This design comes from an exercise in tuning for small area and a short achievable clock period on the open sky130 flow, not from production work. RTL that was checked went through simulation tests only; none was proved equivalent to the original. No functional check of the RTL was part of run 2. No activity file was given, so power comes from the tool's default toggle rates.

==> flow/design.v (outline; a module is shown in full before it is edited, if it fits) <==
// module F_Mul: 1168 lines
module F_Mul #(
    parameter DATA_W = 32
    )
   (
   input clk,
   input rst,
   input running,
   input [DATA_W-1:0] in0,
   input [DATA_W-1:0] in1,
   (* versat_latency = 4 *) output [DATA_W-1:0] out0
   );
  // ...
==> flow/flow/run.sh <==
#!/bin/bash
# Standard ORFS flow with one extra step between synthesis and floorplan:
# flow/invpush.py re-polarises full adders in the synthesised netlist to drop
# the inverters Yosys' extract_fa leaves between them (registers untouched).
# Ports are buffered with buf_1 (resized later by repair) and timing repair
# aims for 5.5 ns of setup slack.
set -euo pipefail
R=$(pwd)/orfs/results/${FLOW_PLATFORM}/F_Mul/base
bash standard.sh "$R/1_2_yosys.v" > synth.log 2>&1
cp "$R/1_2_yosys.v" yosys_orig.v
python3 flow/invpush.py yosys_orig.v "$R/1_2_yosys.v" > invpush.log 2>&1
bash standard.sh finish SETUP_SLACK_MARGIN=5.5 BUFFER_PORTS_ARGS="-buffer_cell sky130_fd_sc_hd__buf_1" > layout.log 2>&1
==> flow/flow/invpush.py <==
#!/usr/bin/env python3
"""Re-polarise full adders in a mapped sky130 netlist to remove inverters.

A full adder is self-dual: FA(~a,~b,~c) = (~s, ~co).  Yosys' extract_fa leaves
an inverter on many adder-to-adder nets.  This pass chooses, for each fa cell,
whether it computes the true or the complemented outputs so that as few nets as
possible need an inverter, removes the inverters that only served the adder
network and adds one inverter per net that still needs the other polarity.
usage: invpush.py in.v out.v
"""
import re, sys, collections

src = open(sys.argv[1]).read()
m = re.search(r'\bmodule\s+(\S+)\s*\(', src)
body_start = src.index(';', m.end()) + 1
end = src.rindex('endmodule')
header = src[:body_start]
body = src[body_start:end]

cell_re = re.compile(r'^\s*(sky130_fd_sc_hd__\w+)\s+(\\\S+\s|\S+)\s*\((.*?)\);\s*$', re.S | re.M)
pin_re = re.compile(r'\.(\w+)\(\s*(.*?)\s*\)\s*(?:,|$)', re.S)

items = []      # ('text', str) or ('cell', [type, name, [(pin, net)]])
pos = 0
for cm in cell_re.finditer(body):
    if cm.start() > pos:
        items.append(('text', body[pos:cm.start()]))
    typ, name, pins = cm.group(1), cm.group(2).strip(), cm.group(3)
    pl = [(p, n.strip()) for p, n in pin_re.findall(pins)]
    items.append(('cell', [typ, name, pl]))
    pos = cm.end()
items.append(('text', body[pos:]))

ports = set()
for pm in re.finditer(r'^\s*(input|output)\s*(\[(\d+):(\d+)\])?\s*([^;]+);', src, re.M):
    names = [x.strip() for x in pm.group(5).split(',')]
    for nm in names:
        if pm.group(2):
            hi, lo = int(pm.group(3)), int(pm.group(4))
            for i in range(min(hi, lo), max(hi, lo) + 1):
                ports.add('%s[%d]' % (nm, i))
        ports.add(nm)

OUT = {'X', 'Y', 'Q', 'Q_N', 'SUM', 'COUT', 'HI', 'LO'}
def is_inv(t): return re.match(r'sky130_fd_sc_hd__(clk)?inv_\d+$', t) is not None
def is_buf(t): return re.match(r'sky130_fd_sc_hd__(clk)?buf_\d+$', t) is not None
def is_fa(t): return re.match(r'sky130_fd_sc_hd__fa_\d+$', t) is not None
def is_ha(t): return re.match(r'sky130_fd_sc_hd__ha_1$', t) is not None
def is_xor(t): return re.match(r'sky130_fd_sc_hd__x(n)?or2_\d+$', t) is not None

cells = [it[1] for it in items if it[0] == 'cell']
driver = {}
for ci, (t, n, pl) in enumerate(cells):
    for p, net in pl:
        if p in OUT:
            driver[net] = ci

# inverters that may be collapsed: output not a port
inv_in = {}
def collapsible(c):
    t, n, pl = c
    if not (is_inv(t) or is_buf(t)): return False
    d = dict(pl)
    return (d.get('Y', d.get('X')) not in ports)
for ci, c in enumerate(cells):
    if collapsible(c):
        d = dict(c[2])
        if is_inv(c[0]):
            inv_in[d['Y']] = (d['A'], 1)
        else:
            inv_in[d['X']] = (d['A'], 0)

def lit(net):
    par = 0
    seen = 0
    while net in inv_in and seen < 100:
        net, q = inv_in[net]; par ^= q; seen += 1
    return net, par

fas = [ci for ci, c in enumerate(cells) if is_fa(c[0]) or is_xor(c[0]) or is_ha(c[0])]
infl = [is_fa(cells[ci][0]) or is_ha(cells[ci][0]) for ci in fas]   # inputs flip
outfl = [not is_ha(cells[ci][0]) for ci in fas]                     # outputs flip
fa_idx = {ci: k for k, ci in enumerate(fas)}
phi = [0] * len(fas)
flippable = [True] * len(fas)
for k, ci in enumerate(fas):
    for p, net in cells[ci][2]:
        if p in OUT and net in ports:
            flippable[k] = False

# loads per base net: list of (cell index, pin, parity)
loads = collections.defaultdict(list)
for ci, (t, n, pl) in enumerate(cells):
    if collapsible(cells[ci]):
        continue
    for p, net in pl:
        if p in OUT: continue
        b, par = lit(net)
        loads[b].append((ci, p, par))

def base_phase(b):
    ci = driver.get(b)
    if ci is not None and ci in fa_idx and outfl[fa_idx[ci]]:
        return phi[fa_idx[ci]]
    return 0

def need(b):
    """1 if base net b needs an inverted copy."""
    av = base_phase(b)
    for ci, p, par in loads[b]:
        req = par ^ (phi[fa_idx[ci]] if ci in fa_idx and infl[fa_idx[ci]] else 0)
        if req != av:
            return 1
    return 0

def touched(k):
    ci = fas[k]
    s = set()
    for p, net in cells[ci][2]:
        if p in OUT:
            if outfl[k]: s.add(net)
        elif infl[k]:
            s.add(lit(net)[0])
    return s

before = sum(need(b) for b in list(loads))
changed = True
it = 0
while changed and it < 50:
    changed = False; it += 1
    for k in range(len(fas)):
        if not flippable[k]: continue
        ts = touched(k)
        c0 = sum(need(b) for b in ts)
        phi[k] ^= 1
        c1 = sum(need(b) for b in ts)
        if c1 < c0:
            changed = True
        else:
            phi[k] ^= 1
import random
random.seed(1)
cur = sum(need(b) for b in list(loads))
best = cur; bestphi = list(phi)
flip_ok = [k for k in range(len(fas)) if flippable[k]]
T = 1.0
for step in range(300000):
    k = random.choice(flip_ok)
    ts = touched(k)
    c0 = sum(need(b) for b in ts)
    phi[k] ^= 1
    c1 = sum(need(b) for b in ts)
    d = c1 - c0
    if d <= 0 or random.random() < pow(2.718, -d / T):
        cur += d
        if cur < best:
            best = cur; bestphi = list(phi)
    else:
        phi[k] ^= 1
    T = max(0.02, 1.0 * (1 - step / 250000.0))
phi[:] = bestphi
after = sum(need(b) for b in list(loads))
n_old_inv = sum(1 for c in cells if collapsible(c))
sys.stderr.write("invpush: %d fa, %d flipped, collapsible inverters %d, inverted nets needed before %d after %d\n"
                 % (len(fas), sum(phi), n_old_inv, before, after))

# rebuild
newinv = {}
newwires = []
def inv_of(b):
    if b not in newinv:
        nm = '_invp%d_' % len(newinv)
        newinv[b] = nm
        newwires.append(nm)
    return newinv[b]

# nets driven by a flipped cell carry the complement now: rename them
ren = {}
for k, ci in enumerate(fas):
    if phi[k] and outfl[k]:
        for p, net in cells[ci][2]:
            if p in OUT:
                ren[net] = '_ipn%d_' % len(ren)
                newwires.append(ren[net])
R = lambda x: ren.get(x, x)
for ci, (t, n, pl) in enumerate(cells):
    if collapsible(cells[ci]):
        continue
    newpl = []
    for p, net in pl:
        if p in OUT:
            newpl.append((p, R(net))); continue
        b, par = lit(net)
        req = par ^ (phi[fa_idx[ci]] if ci in fa_idx and infl[fa_idx[ci]] else 0)
        newpl.append((p, R(b) if req == base_phase(b) else inv_of(b)))
    cells[ci][2] = newpl
    if ci in fa_idx and phi[fa_idx[ci]] and is_xor(t):
        cells[ci][0] = t.replace('xnor2', 'XOR2').replace('xor2', 'xnor2').replace('XOR2', 'xor2')
        op = 'Y' if 'xnor2' in cells[ci][0] else 'X'
        cells[ci][2] = [(op if p in ('X', 'Y') else p, net) for p, net in cells[ci][2]]

def esc(x):
    return x + ' ' if x.startswith('\\') else x
out = [header]
out.append('\n' + ''.join('  wire %s;\n' % w for w in newwires))
k = 0
for kind, v in items:
    if kind == 'text':
        out.append(v)
    else:
        t, n, pl = v
        if collapsible(v):
            continue
        if is_ha(t) and cells.index(v) in fa_idx and phi[fa_idx[cells.index(v)]]:
            d = dict(pl)
            out.append('  sky130_fd_sc_hd__xor2_1 %s (\n    .A(%s),\n    .B(%s),\n    .X(%s)\n  );\n' % (n + '_hx' if not n.startswith('\\') else n + '_hx ', esc(d['A']), esc(d['B']), esc(d['SUM'])))
            out.append('  sky130_fd_sc_hd__nor2_1 %s (\n    .A(%s),\n    .B(%s),\n    .Y(%s)\n  );\n' % (n + '_hn' if not n.startswith('\\') else n + '_hn ', esc(d['A']), esc(d['B']), esc(d['COUT'])))
            continue
        out.append('  %s %s (\n%s\n  );\n' % (t, n if not n.startswith('\\') else n + ' ', ',\n'.join('    .%s(%s)' % (p, esc(net)) for p, net in pl)))
for b, nm in newinv.items():
    out.append('  sky130_fd_sc_hd__inv_1 _invpc%s (\n    .A(%s),\n    .Y(%s)\n  );\n' % (nm[5:], esc(R(b)), nm))
out.append('endmodule\n')
open(sys.argv[2], 'w').write(''.join(out))
==> flow/standard.sh <==
#!/bin/bash
# synth_recipe.tcl (not shown) runs the flow's synth.tcl, then flattens the netlist and writes it again
# the make line also repeats each setting of config.mk as NAME=value (left out here)
make -C /OpenROAD-flow-scripts/flow DESIGN_CONFIG=/design/flow/config.mk WORK_HOME=/design/flow/orfs CLKGATE_MAP_FILE= SYNTH_SCRIPT=/design/flow/synth_recipe.tcl "${@:-finish}"
==> flow/config.mk <==
export PLATFORM = sky130hd
export DESIGN_NAME = F_Mul
export DESIGN_NICKNAME = F_Mul
export VERILOG_FILES = /design/flow/design.v
export SDC_FILE = /design/flow/constraint.sdc
export NUM_CORES = 4
export LEC_CHECK = 0
export CAP_MARGIN = 20
export CORE_MARGIN = 2
export CORE_UTILIZATION = 40
export CTS_CLUSTER_DIAMETER = 60
export CTS_CLUSTER_SIZE = 35
export GPL_TIMING_DRIVEN = 0
export SLEW_MARGIN = 20
==> flow/constraint.sdc <==
create_clock -name core_clock -period 10.0 [get_ports {clk}]
set_input_delay 2.0000 -clock core_clock [delete_from_list [all_inputs] [get_ports {clk}]]
set_output_delay 2.0000 -clock core_clock [all_outputs]
set_load 0.01 [all_outputs]
==> flow_summary.yaml, run 1 <==
layout:
  seq_area_mm2: 0.00442
  sh_seq_area: 0.217
  multi_input_gates: 1356
  layout_common_cells: "fa_1, a22oi_1, xor2_1, xnor2_1, dfxtp_1"
  fin_util: 0.452
  fin_nets: 2190
  clkbuf_count: 21
routing:
  ant_nets: 0
  top_layer_used: "met4"
  drc: 0
  vias: 13900
power_and_ir_drop:
  clock_power_share: 0.127
  seqPwrFrac: 0.250
  comb_power_share: 0.623
worst_setup_path:
  max_stage_delay_ns: 0.14
  cp_num_buf_inv: 2
  critPathMaxFanout: 32
  endpoint: "out0[8]"
  cp_top_family: "buffers and inverters"
global_route:
  grt_util_met1: 0.310
clock_network:
  clkTransAtPathRegs_ns: 0.09
  cts_tree: "built"
  cts_sinks: 217
  hold_buffers: 0
  htreeDepth: 1
  insertion_delay_ns: 0.54
run_status:
  outcome: "no timing/DRC/antenna violations"
sta:
  hold_viol_final: 0
  skew_ns: 0.0137
  finalCritPeriodShare: 0.443
floorplan:
  well_tap_count: 600
  core-area_mm2: 0.0451
min_path:
  hold_end: "e2[0]$_DFF_P_"
  hold_depth: 0
synth:
  synth_area_mm2: 0.0181
==> run 2, diff against run 1 <==
--- a/flow/design.v
+++ b/flow/design.v
@@ -988,32 +988,32 @@
    wire ts585 = tc412 ^ ts495 ^ tc494;
    wire tc586 = (tc412 & ts495) | (tc412 & tc494) | (ts495 & tc494);
    wire ts587 = pp11_23 ^ ts497 ^ tc496;
    wire tc588 = (pp11_23 & ts497) | (pp11_23 & tc496) | (ts497 & tc496);
    wire ts589 = ts499 ^ pp11_24 ^ tc498;
    wire tc590 = (ts499 & pp11_24) | (ts499 & tc498) | (pp11_24 & tc498);
    wire ts591 = 1'b1 ^ tc500;
    wire tc592 = 1'b1 & tc500;
-   wire [14:0] low_sum = {1'b0, {tc522, tc520, tc518, tc516, tc514, tc512, tc510, tc508, tc506, tc504, tc502, ts501, pp0_1, neg0}} + {1'b0, {ts523, ts521, ts519, ts517, ts515, ts513, ts511, ts509, ts507, ts505, ts503, pp1_0, 1'b0, pp0_0}};
+   wire [17:0] low_sum = {1'b0, {tc528, tc526, tc524, tc522, tc520, tc518, tc516, tc514, tc512, tc510, tc508, tc506, tc504, tc502, ts501, pp0_1, neg0}} + {1'b0, {ts529, ts527, ts525, ts523, ts521, ts519, ts517, ts515, ts513, ts511, ts509, ts507, ts505, ts503, pp1_0, 1'b0, pp0_0}};
    reg        s2, z2, n2, k2, c2;
    reg [7:0]  e2;
-   reg [33:0] x2, y2;
+   reg [30:0] x2, y2;
    always @(posedge clk) begin
       s2 <= s1;
       z2 <= z1;
       e2 <= e1;
       n2 <= ~rst & v1;
       k2 <= ~rst;
-      c2 <= low_sum[14];
-      x2 <= {tc590, tc588, tc586, tc584, tc582, tc580, tc578, tc576, tc574, tc572, tc570, tc568, tc566, tc564, tc562, tc560, tc558, tc556, tc554, tc552, tc550, tc548, tc546, tc544, tc542, tc540, tc538, tc536, tc534, tc532, tc530, tc528, tc526, tc524};
-      y2 <= {ts591, ts589, ts587, ts585, ts583, ts581, ts579, ts577, ts575, ts573, ts571, ts569, ts567, ts565, ts563, ts561, ts559, ts557, ts555, ts553, ts551, ts549, ts547, ts545, ts543, ts541, ts539, ts537, ts535, ts533, ts531, ts529, ts527, ts525};
+      c2 <= low_sum[17];
+      x2 <= {tc590, tc588, tc586, tc584, tc582, tc580, tc578, tc576, tc574, tc572, tc570, tc568, tc566, tc564, tc562, tc560, tc558, tc556, tc554, tc552, tc550, tc548, tc546, tc544, tc542, tc540, tc538, tc536, tc534, tc532, tc530};
+      y2 <= {ts591, ts589, ts587, ts585, ts583, ts581, ts579, ts577, ts575, ts573, ts571, ts569, ts567, ts565, ts563, ts561, ts559, ts557, ts555, ts553, ts551, ts549, ts547, ts545, ts543, ts541, ts539, ts537, ts535, ts533, ts531};
    end
-   wire [33:0] cpa_p = x2 ^ y2;
-   wire [33:0] cpa_g = x2 & y2;
+   wire [30:0] cpa_p = x2 ^ y2;
+   wire [30:0] cpa_g = x2 & y2;
    wire cpa_g0c = cpa_g[0] | (cpa_p[0] & c2);
    wire cpa_G1 = cpa_g[1] | (cpa_p[1] & cpa_g0c);
    wire cpa_P1 = cpa_p[1] & cpa_p[0];
    wire cpa_G2 = cpa_g[3] | (cpa_p[3] & cpa_g[2]);
    wire cpa_P2 = cpa_p[3] & cpa_p[2];
    wire cpa_G3 = cpa_g[5] | (cpa_p[5] & cpa_g[4]);
    wire cpa_P3 = cpa_p[5] & cpa_p[4];
    wire cpa_G4 = cpa_g[7] | (cpa_p[7] & cpa_g[6]);
@@ -1035,108 +1035,92 @@
    wire cpa_G12 = cpa_g[23] | (cpa_p[23] & cpa_g[22]);
    wire cpa_P12 = cpa_p[23] & cpa_p[22];
    wire cpa_G13 = cpa_g[25] | (cpa_p[25] & cpa_g[24]);
    wire cpa_P13 = cpa_p[25] & cpa_p[24];
    wire cpa_G14 = cpa_g[27] | (cpa_p[27] & cpa_g[26]);
    wire cpa_P14 = cpa_p[27] & cpa_p[26];
    wire cpa_G15 = cpa_g[29] | (cpa_p[29] & cpa_g[28]);
    wire cpa_P15 = cpa_p[29] & cpa_p[28];
-   wire cpa_G16 = cpa_g[31] | (cpa_p[31] & cpa_g[30]);
-   wire cpa_P16 = cpa_p[31] & cpa_p[30];
-   wire cpa_G17 = cpa_g[33] | (cpa_p[33] & cpa_g[32]);
-   wire cpa_P17 = cpa_p[33] & cpa_p[32];
-   wire cpa_G18 = cpa_G2 | (cpa_P2 & cpa_G1);
-   wire cpa_P18 = cpa_P2 & cpa_P1;
-   wire cpa_G19 = cpa_G4 | (cpa_P4 & cpa_G3);
-   wire cpa_P19 = cpa_P4 & cpa_P3;
-   wire cpa_G20 = cpa_G6 | (cpa_P6 & cpa_G5);
-   wire cpa_P20 = cpa_P6 & cpa_P5;
-   wire cpa_G21 = cpa_G8 | (cpa_P8 & cpa_G7);
-   wire cpa_P21 = cpa_P8 & cpa_P7;
-   wire cpa_G22 = cpa_G10 | (cpa_P10 & cpa_G9);
-   wire cpa_P22 = cpa_P10 & cpa_P9;
-   wire cpa_G23 = cpa_G12 | (cpa_P12 & cpa_G11);
-   wire cpa_P23 = cpa_P12 & cpa_P11;
-   wire cpa_G24 = cpa_G14 | (cpa_P14 & cpa_G13);
-   wire cpa_P24 = cpa_P14 & cpa_P13;
-   wire cpa_G25 = cpa_G16 | (cpa_P16 & cpa_G15);
-   wire cpa_P25 = cpa_P16 & cpa_P15;
-   wire cpa_G26 = cpa_G19 | (cpa_P19 & cpa_G18);
-   wire cpa_P26 = cpa_P19 & cpa_P18;
-   wire cpa_G27 = cpa_G21 | (cpa_P21 & cpa_G20);
-   wire cpa_P27 = cpa_P21 & cpa_P20;
-   wire cpa_G28 = cpa_G23 | (cpa_P23 & cpa_G22);
-   wire cpa_P28 = cpa_P23 & cpa_P22;
-   wire cpa_G29 = cpa_G25 | (cpa_P25 & cpa_G24);
-   wire cpa_P29 = cpa_P25 & cpa_P24;
-   wire cpa_G30 = cpa_G27 | (cpa_P27 & cpa_G26);
-   wire cpa_P30 = cpa_P27 & cpa_P26;
-   wire cpa_G31 = cpa_G29 | (cpa_P29 & cpa_G28);
-   wire cpa_P31 = cpa_P29 & cpa_P28;
-   wire cpa_G32 = cpa_G31 | (cpa_P31 & cpa_G30);
-   wire cpa_P32 = cpa_P31 & cpa_P30;
-   wire cpa_G33 = cpa_G28 | (cpa_P28 & cpa_G30);
-   wire cpa_P33 = cpa_P28 & cpa_P30;
-   wire cpa_G34 = cpa_G20 | (cpa_P20 & cpa_G26);
-   wire cpa_P34 = cpa_P20 & cpa_P26;
-   wire cpa_G35 = cpa_G22 | (cpa_P22 & cpa_G30);
-   wire cpa_P35 = cpa_P22 & cpa_P30;
-   wire cpa_G36 = cpa_G24 | (cpa_P24 & cpa_G33);
-   wire cpa_P36 = cpa_P24 & cpa_P33;
-   wire cpa_G37 = cpa_G3 | (cpa_P3 & cpa_G18);
-   wire cpa_P37 = cpa_P3 & cpa_P18;
-   wire cpa_G38 = cpa_G5 | (cpa_P5 & cpa_G26);
-   wire cpa_P38 = cpa_P5 & cpa_P26;
-   wire cpa_G39 = cpa_G7 | (cpa_P7 & cpa_G34);
-   wire cpa_P39 = cpa_P7 & cpa_P34;
-   wire cpa_G40 = cpa_G9 | (cpa_P9 & cpa_G30);
-   wire cpa_P40 = cpa_P9 & cpa_P30;
-   wire cpa_G41 = cpa_G11 | (cpa_P11 & cpa_G35);
-   wire cpa_P41 = cpa_P11 & cpa_P35;
-   wire cpa_G42 = cpa_G13 | (cpa_P13 & cpa_G33);
-   wire cpa_P42 = cpa_P13 & cpa_P33;
-   wire cpa_G43 = cpa_G15 | (cpa_P15 & cpa_G36);
-   wire cpa_P43 = cpa_P15 & cpa_P36;
-   wire cpa_G44 = cpa_G17 | (cpa_P17 & cpa_G32);
-   wire cpa_P44 = cpa_P17 & cpa_P32;
-   wire cpa_G45 = cpa_g[2] | (cpa_p[2] & cpa_G1);
-   wire cpa_P45 = cpa_p[2] & cpa_P1;
-   wire cpa_G46 = cpa_g[4] | (cpa_p[4] & cpa_G18);
-   wire cpa_P46 = cpa_p[4] & cpa_P18;
-   wire cpa_G47 = cpa_g[6] | (cpa_p[6] & cpa_G37);
-   wire cpa_P47 = cpa_p[6] & cpa_P37;
-   wire cpa_G48 = cpa_g[8] | (cpa_p[8] & cpa_G26);
-   wire cpa_P48 = cpa_p[8] & cpa_P26;
-   wire cpa_G49 = cpa_g[10] | (cpa_p[10] & cpa_G38);
-   wire cpa_P49 = cpa_p[10] & cpa_P38;
-   wire cpa_G50 = cpa_g[12] | (cpa_p[12] & cpa_G34);
-   wire cpa_P50 = cpa_p[12] & cpa_P34;
-   wire cpa_G51 = cpa_g[14] | (cpa_p[14] & cpa_G39);
-   wire cpa_P51 = cpa_p[14] & cpa_P39;
-   wire cpa_G52 = cpa_g[16] | (cpa_p[16] & cpa_G30);
-   wire cpa_P52 = cpa_p[16] & cpa_P30;
-   wire cpa_G53 = cpa_g[18] | (cpa_p[18] & cpa_G40);
-   wire cpa_P53 = cpa_p[18] & cpa_P40;
-   wire cpa_G54 = cpa_g[20] | (cpa_p[20] & cpa_G35);
-   wire cpa_P54 = cpa_p[20] & cpa_P35;
-   wire cpa_G55 = cpa_g[22] | (cpa_p[22] & cpa_G41);
-   wire cpa_P55 = cpa_p[22] & cpa_P41;
-   wire cpa_G56 = cpa_g[24] | (cpa_p[24] & cpa_G33);
-   wire cpa_P56 = cpa_p[24] & cpa_P33;
-   wire cpa_G57 = cpa_g[26] | (cpa_p[26] & cpa_G42);
-   wire cpa_P57 = cpa_p[26] & cpa_P42;
-   wire cpa_G58 = cpa_g[28] | (cpa_p[28] & cpa_G36);
-   wire cpa_P58 = cpa_p[28] & cpa_P36;
-   wire cpa_G59 = cpa_g[30] | (cpa_p[30] & cpa_G43);
-   wire cpa_P59 = cpa_p[30] & cpa_P43;
-   wire cpa_G60 = cpa_g[32] | (cpa_p[32] & cpa_G32);
-   wire cpa_P60 = cpa_p[32] & cpa_P32;
-   wire [33:0] cpa_s = cpa_p ^ {cpa_G60, cpa_G32, cpa_G59, cpa_G43, cpa_G58, cpa_G36, cpa_G57, cpa_G42, cpa_G56, cpa_G33, cpa_G55, cpa_G41, cpa_G54, cpa_G35, cpa_G53, cpa_G40, cpa_G52, cpa_G30, cpa_G51, cpa_G39, cpa_G50, cpa_G34, cpa_G49, cpa_G38, cpa_G48, cpa_G26, cpa_G47, cpa_G37, cpa_G46, cpa_G18, cpa_G45, cpa_G1, cpa_g0c, c2};
-   wire [27:0] T = cpa_s[33 -: 28];
+   wire cpa_G16 = cpa_G2 | (cpa_P2 & cpa_G1);
+   wire cpa_P16 = cpa_P2 & cpa_P1;
+   wire cpa_G17 = cpa_G4 | (cpa_P4 & cpa_G3);
+   wire cpa_P17 = cpa_P4 & cpa_P3;
+   wire cpa_G18 = cpa_G6 | (cpa_P6 & cpa_G5);
+   wire cpa_P18 = cpa_P6 & cpa_P5;
+   wire cpa_G19 = cpa_G8 | (cpa_P8 & cpa_G7);
+   wire cpa_P19 = cpa_P8 & cpa_P7;
+   wire cpa_G20 = cpa_G10 | (cpa_P10 & cpa_G9);
+   wire cpa_P20 = cpa_P10 & cpa_P9;
+   wire cpa_G21 = cpa_G12 | (cpa_P12 & cpa_G11);
+   wire cpa_P21 = cpa_P12 & cpa_P11;
+   wire cpa_G22 = cpa_G14 | (cpa_P14 & cpa_G13);
+   wire cpa_P22 = cpa_P14 & cpa_P13;
+   wire cpa_G23 = cpa_G17 | (cpa_P17 & cpa_G16);
+   wire cpa_P23 = cpa_P17 & cpa_P16;
+   wire cpa_G24 = cpa_G19 | (cpa_P19 & cpa_G18);
+   wire cpa_P24 = cpa_P19 & cpa_P18;
+   wire cpa_G25 = cpa_G21 | (cpa_P21 & cpa_G20);
+   wire cpa_P25 = cpa_P21 & cpa_P20;
+   wire cpa_G26 = cpa_G24 | (cpa_P24 & cpa_G23);
+   wire cpa_P26 = cpa_P24 & cpa_P23;
+   wire cpa_G27 = cpa_G25 | (cpa_P25 & cpa_G26);
+   wire cpa_P27 = cpa_P25 & cpa_P26;
+   wire cpa_G28 = cpa_G18 | (cpa_P18 & cpa_G23);
+   wire cpa_P28 = cpa_P18 & cpa_P23;
+   wire cpa_G29 = cpa_G20 | (cpa_P20 & cpa_G26);
+   wire cpa_P29 = cpa_P20 & cpa_P26;
+   wire cpa_G30 = cpa_G22 | (cpa_P22 & cpa_G27);
+   wire cpa_P30 = cpa_P22 & cpa_P27;
+   wire cpa_G31 = cpa_G3 | (cpa_P3 & cpa_G16);
+   wire cpa_P31 = cpa_P3 & cpa_P16;
+   wire cpa_G32 = cpa_G5 | (cpa_P5 & cpa_G23);
+   wire cpa_P32 = cpa_P5 & cpa_P23;
+   wire cpa_G33 = cpa_G7 | (cpa_P7 & cpa_G28);
+   wire cpa_P33 = cpa_P7 & cpa_P28;
+   wire cpa_G34 = cpa_G9 | (cpa_P9 & cpa_G26);
+   wire cpa_P34 = cpa_P9 & cpa_P26;
+   wire cpa_G35 = cpa_G11 | (cpa_P11 & cpa_G29);
+   wire cpa_P35 = cpa_P11 & cpa_P29;
+   wire cpa_G36 = cpa_G13 | (cpa_P13 & cpa_G27);
+   wire cpa_P36 = cpa_P13 & cpa_P27;
+   wire cpa_G37 = cpa_G15 | (cpa_P15 & cpa_G30);
+   wire cpa_P37 = cpa_P15 & cpa_P30;
+   wire cpa_G38 = cpa_g[2] | (cpa_p[2] & cpa_G1);
+   wire cpa_P38 = cpa_p[2] & cpa_P1;
+   wire cpa_G39 = cpa_g[4] | (cpa_p[4] & cpa_G16);
+   wire cpa_P39 = cpa_p[4] & cpa_P16;
+   wire cpa_G40 = cpa_g[6] | (cpa_p[6] & cpa_G31);
+   wire cpa_P40 = cpa_p[6] & cpa_P31;
+   wire cpa_G41 = cpa_g[8] | (cpa_p[8] & cpa_G23);
+   wire cpa_P41 = cpa_p[8] & cpa_P23;
+   wire cpa_G42 = cpa_g[10] | (cpa_p[10] & cpa_G32);
+   wire cpa_P42 = cpa_p[10] & cpa_P32;
+   wire cpa_G43 = cpa_g[12] | (cpa_p[12] & cpa_G28);
+   wire cpa_P43 = cpa_p[12] & cpa_P28;
+   wire cpa_G44 = cpa_g[14] | (cpa_p[14] & cpa_G33);
+   wire cpa_P44 = cpa_p[14] & cpa_P33;
+   wire cpa_G45 = cpa_g[16] | (cpa_p[16] & cpa_G26);
+   wire cpa_P45 = cpa_p[16] & cpa_P26;
+   wire cpa_G46 = cpa_g[18] | (cpa_p[18] & cpa_G34);
+   wire cpa_P46 = cpa_p[18] & cpa_P34;
+   wire cpa_G47 = cpa_g[20] | (cpa_p[20] & cpa_G29);
+   wire cpa_P47 = cpa_p[20] & cpa_P29;
+   wire cpa_G48 = cpa_g[22] | (cpa_p[22] & cpa_G35);
+   wire cpa_P48 = cpa_p[22] & cpa_P35;
+   wire cpa_G49 = cpa_g[24] | (cpa_p[24] & cpa_G27);
+   wire cpa_P49 = cpa_p[24] & cpa_P27;
+   wire cpa_G50 = cpa_g[26] | (cpa_p[26] & cpa_G36);
+   wire cpa_P50 = cpa_p[26] & cpa_P36;
+   wire cpa_G51 = cpa_g[28] | (cpa_p[28] & cpa_G30);
+   wire cpa_P51 = cpa_p[28] & cpa_P30;
+   wire cpa_G52 = cpa_g[30] | (cpa_p[30] & cpa_G37);
+   wire cpa_P52 = cpa_p[30] & cpa_P37;
+   wire [30:0] cpa_s = cpa_p ^ {cpa_G37, cpa_G51, cpa_G30, cpa_G50, cpa_G36, cpa_G49, cpa_G27, cpa_G48, cpa_G35, cpa_G47, cpa_G29, cpa_G46, cpa_G34, cpa_G45, cpa_G26, cpa_G44, cpa_G33, cpa_G43, cpa_G28, cpa_G42, cpa_G32, cpa_G41, cpa_G23, cpa_G40, cpa_G31, cpa_G39, cpa_G16, cpa_G38, cpa_G1, cpa_g0c, c2};
+   wire [27:0] T = cpa_s[30 -: 28];
    wire        hi = T[27];
    wire [23:0] m24 = hi ? T[27:4] : T[26:3];
    wire        g   = hi ? T[3] : T[2];
    wire        r   = hi ? T[2] : T[1];
    wire        st  = hi ? (T[1] | T[0]) : T[0];
    reg [23:0] m3;
    reg [7:0]  e3;
    reg        rnd3, s3, n3, k3, z3;
==> flow/config.mk (replaced) <==
export PLATFORM = sky130hd
export DESIGN_NAME = F_Mul
export DESIGN_NICKNAME = F_Mul
export VERILOG_FILES = /design/flow/design.v
export SDC_FILE = /design/flow/constraint.sdc
export NUM_CORES = 4
export LEC_CHECK = 0
export CAP_MARGIN = 20
export CORE_MARGIN = 2
export CORE_UTILIZATION = 40
export CTS_CLUSTER_DIAMETER = 80
export CTS_CLUSTER_SIZE = 30
export GPL_TIMING_DRIVEN = 0
export SLEW_MARGIN = 20
==> run 2 against run 1 <==
Clock power down 19%. Largest power group unchanged. Still clean on timing, DRC and antenna. Hold slack better by 0.0053 ns. Sequential share of layout area decreased by 0.29 points. Clock skew increased by 0.010 ns. Combinational power up 9.1%.
==> flow_summary.yaml, run 2 <==
run_status:
  outcome: "no timing/DRC/antenna violations"
power_and_ir_drop:
  power.switching_mw: 2.79
  power_mw: 6.29
  seqPwrFrac: 0.235
  switching_share: 0.443
  clock_power_share: 0.100
  comb_power_share: 0.665
  p_int_mw: 3.50
  leakagePower_nw: 7.69
  worst_ir_drop_vdd_mv: 0.167
  powerDensity_mw_per_mm2: 311
sta:
  setup_ws_ns: 5.55
  slew_headroom: 0.198
  hold_viol_final: 0
  worstMarginPinSlew_ns: 1.20
  fmax_mhz: 225
  rsz0062_at_grt: "yes"
  finalSetupViolCount: 0
  slew_violations: 0
  period_needed_ns: 4.45
  skew_ns: 0.0239
  tns_ns: 0
  finalCritPeriodShare: 0.445
worst_setup_path:
  critPathCaptureType: "output port"
  cp_num_buf_inv: 2
  crit_required_ns: 8.00
  slowest_stage: "and2_1"
  critPathMaxFanout: 32
  worstPathArrival_ns: 2.45
  rr_endpoint: "c2$_DFF_P_"
  rr_worst_depth: 12
  path_cells: "buf_8 -> and2_1 -> buf_1"
  rrSetupSlack_ns: 5.67
  max_stage_delay_ns: 0.15
  cp_top_family: "buffers and inverters"
  r2r-start: "bneg[1]$_DFF_P_"
  critPathLaunchType: "input pin"
  critPathKind: "in -> out"
layout:
  drive_gt1_frac: 0.0781
  fin_nets: 2163
  top_regs: "res x32, x2 x31, y2 x31"
  area_growth_pct: 10.4
  final_common_cell: "fa_1"
  largest_reg_flops: 32
  top_register: "res"
  diodes: 0
  layout_common_cells: "fa_1, a22oi_1, xor2_1, xnor2_1, dfxtp_1"
  fill_cells: 4278
global_route:
  gr-total-overflow: 0
  grt_first_pass_wirelength_mm: 84.0
  grtUsageTotal: 0.230
  grt_util_met1: 0.292
  grt_max_degree: 33
  grt_pass1_vias: 14600
  met2_usage: 0.379
  gr-max-usage-layer: "met2"
  use_met3: 0.0550
  grt_antenna_before_repair: 1
placed_design:
  hpwl_mm: 36.2
  place_congestion: 0.883
  dp_slack_ns: 4.73
  portBuffers: 98
routing:
  dr.first_iter.drc_count: 1361
  wirelength_mm: 53.6
  first_pass_iters: 6
  ant_nets: 0
  wl_per_cell_um: 22.8
  via_per_inst: 5.82
  vias: 13700
  drc: 0
floorplan:
  initial_core_util: 0.404
  num_rows: 78
  die_h_um: 218
  dieArea_mm2: 0.0475
  die_x_um: 218
  num_io_pins: 99
  core-area_mm2: 0.0453
min_path:
  min_path_type: "reg -> reg"
  min_from: "e1[0]$_DFF_P_"
  hold_depth: 0
  hold_end: "e2[0]$_DFF_P_"
synth:
  yosys_warnings: 1
  synth_area_mm2: 0.0183
  syn_nets: 2036
  syn-instance-count: 1620
  synth.avg_cell_area_um2: 11.3
clock_network:
  hold_buffers: 0
  htreeDepth: 1
  cts-root-buf: "clkbuf_16"
  cts_buffers: 14
  insertion_delay_ns: 0.53
  clkTransAtPathRegs_ns: 0.10
  cts_tree: "built"
  cts_sinks: 211
  cts_buffer_depth: 3
job:
  drv_cap: 0
## run 2: how the worst max path moves through the flow
stage,start,to,slack [ns],cells past startpoint
after floorplan,bneg[0]$_DFF_P_,c2$_DFF_P_,5.57,12
after global routing,bneg[1]$_DFF_P_,c2$_DFF_P_,5.48,12
after global placement,bneg[0]$_DFF_P_,c2$_DFF_P_,4.29,12
final,running,out0[22],5.55,3
after detailed placement,bneg[3]$_DFF_P_,c2$_DFF_P_,4.73,11
after CTS,fa1[11]$_DFF_P_,c2$_DFF_P_,5.50,12
## run 2: area by class of cell
class,instances,area (um2),area share
clock buffers,16,379,0.0188
flip-flops and latches,211,4330,0.214
well taps,600,751,0.0371
clock inverters,8,120,0.00594
multi-input cells,1350,13900,0.686
inverters,59,240,0.0119
repair buffers,111,534,0.0264
## run 2: worst register-to-register path, stage by stage, from the launching register on
cell	delay, ns
dfxtp_4	0.65
clkinvlp_4	0.28
xor2_1	0.25
fa_1	0.49
fa_1	0.47
fa_1	0.45
fa_1	0.49
ha_1	0.33
a21o_1	0.18
a21o_1	0.16
a21oi_1	0.16
o21ai_0	0.12
a21o_1	0.18
## run 2: power by group through the flow
stage | combinational [mW] | clock, mW | sequential [mW]
final | 4.18 | 0.630 | 1.48
after global routing | 4.74 | 0.683 | 1.50
after CTS | 4.20 | 0.653 | 1.47
after detailed placement | 4.17 | 0 | 1.49
after global placement | 4.07 | 0 | 1.49
after floorplan | 3.01 | 0 | 1.37
## run 2: routing by layer
| metal | wire [um] | vias to the layer above |
|---|---|---|
| met1 | 21100 | 6834 |
| met5 | 0 | - |
| met4 | 2310 | 0 |
| li1 | - | 5971 |
| met2 | 24700 | 752 |
| met3 | 5400 | 151 |
## run 2: metrics by stage
stage	instance area, um2	util	hold WS, ns	cells
floorplan	18300	-	0.310	1620
global placement	19400	0.429	0.313	2318
detailed placement	19500	0.432	0.314	2321
CTS	20200	0.445	0.339	2355
global route	20200	0.446	0.346	2355
finish	20200	0.446	0.335	2355
## run 2: what timing repair did
item                       in CTS  in global routing
setup endpoints to repair      62                 27
pin swaps                       0                  0
gates resized for setup        28                 18
buffers inserted               10                  0

## what the ideal ports hide
No port has a modelled driver above. Below, the same layouts with a new extraction and two added sets of constraints. Step 1 assumes that a clkbuf_16 drives the clock port and a buf_2 every other input. Step 2 moves the port delays by t, midway between the first and last clock arrival at a register: inputs arrive t later, outputs are due t later. That takes back most of the time a late clock gives input paths. Three values: ideal, step 1, step 2; two values: the first two.
| run | t (ns) | setup slack, ns | worst hold slack (ns) | worst slew at a driven data input, ns |
|---|---|---|---|---|
| run 1 | 0.587 | 5.575 / 5.523 / 5.336 | 0.329 / 0.329 / 0.329 | 0.08 |
| run 2 | 0.573 | 5.553 / 5.502 / 5.502 | 0.335 / 0.335 / 0.335 | 0.05 |
After both steps every run listed still meets setup and hold. For run 1, which loses most, drivers alone change the setup slack by -0.052 ns; drivers and shift together by -0.239 ns.
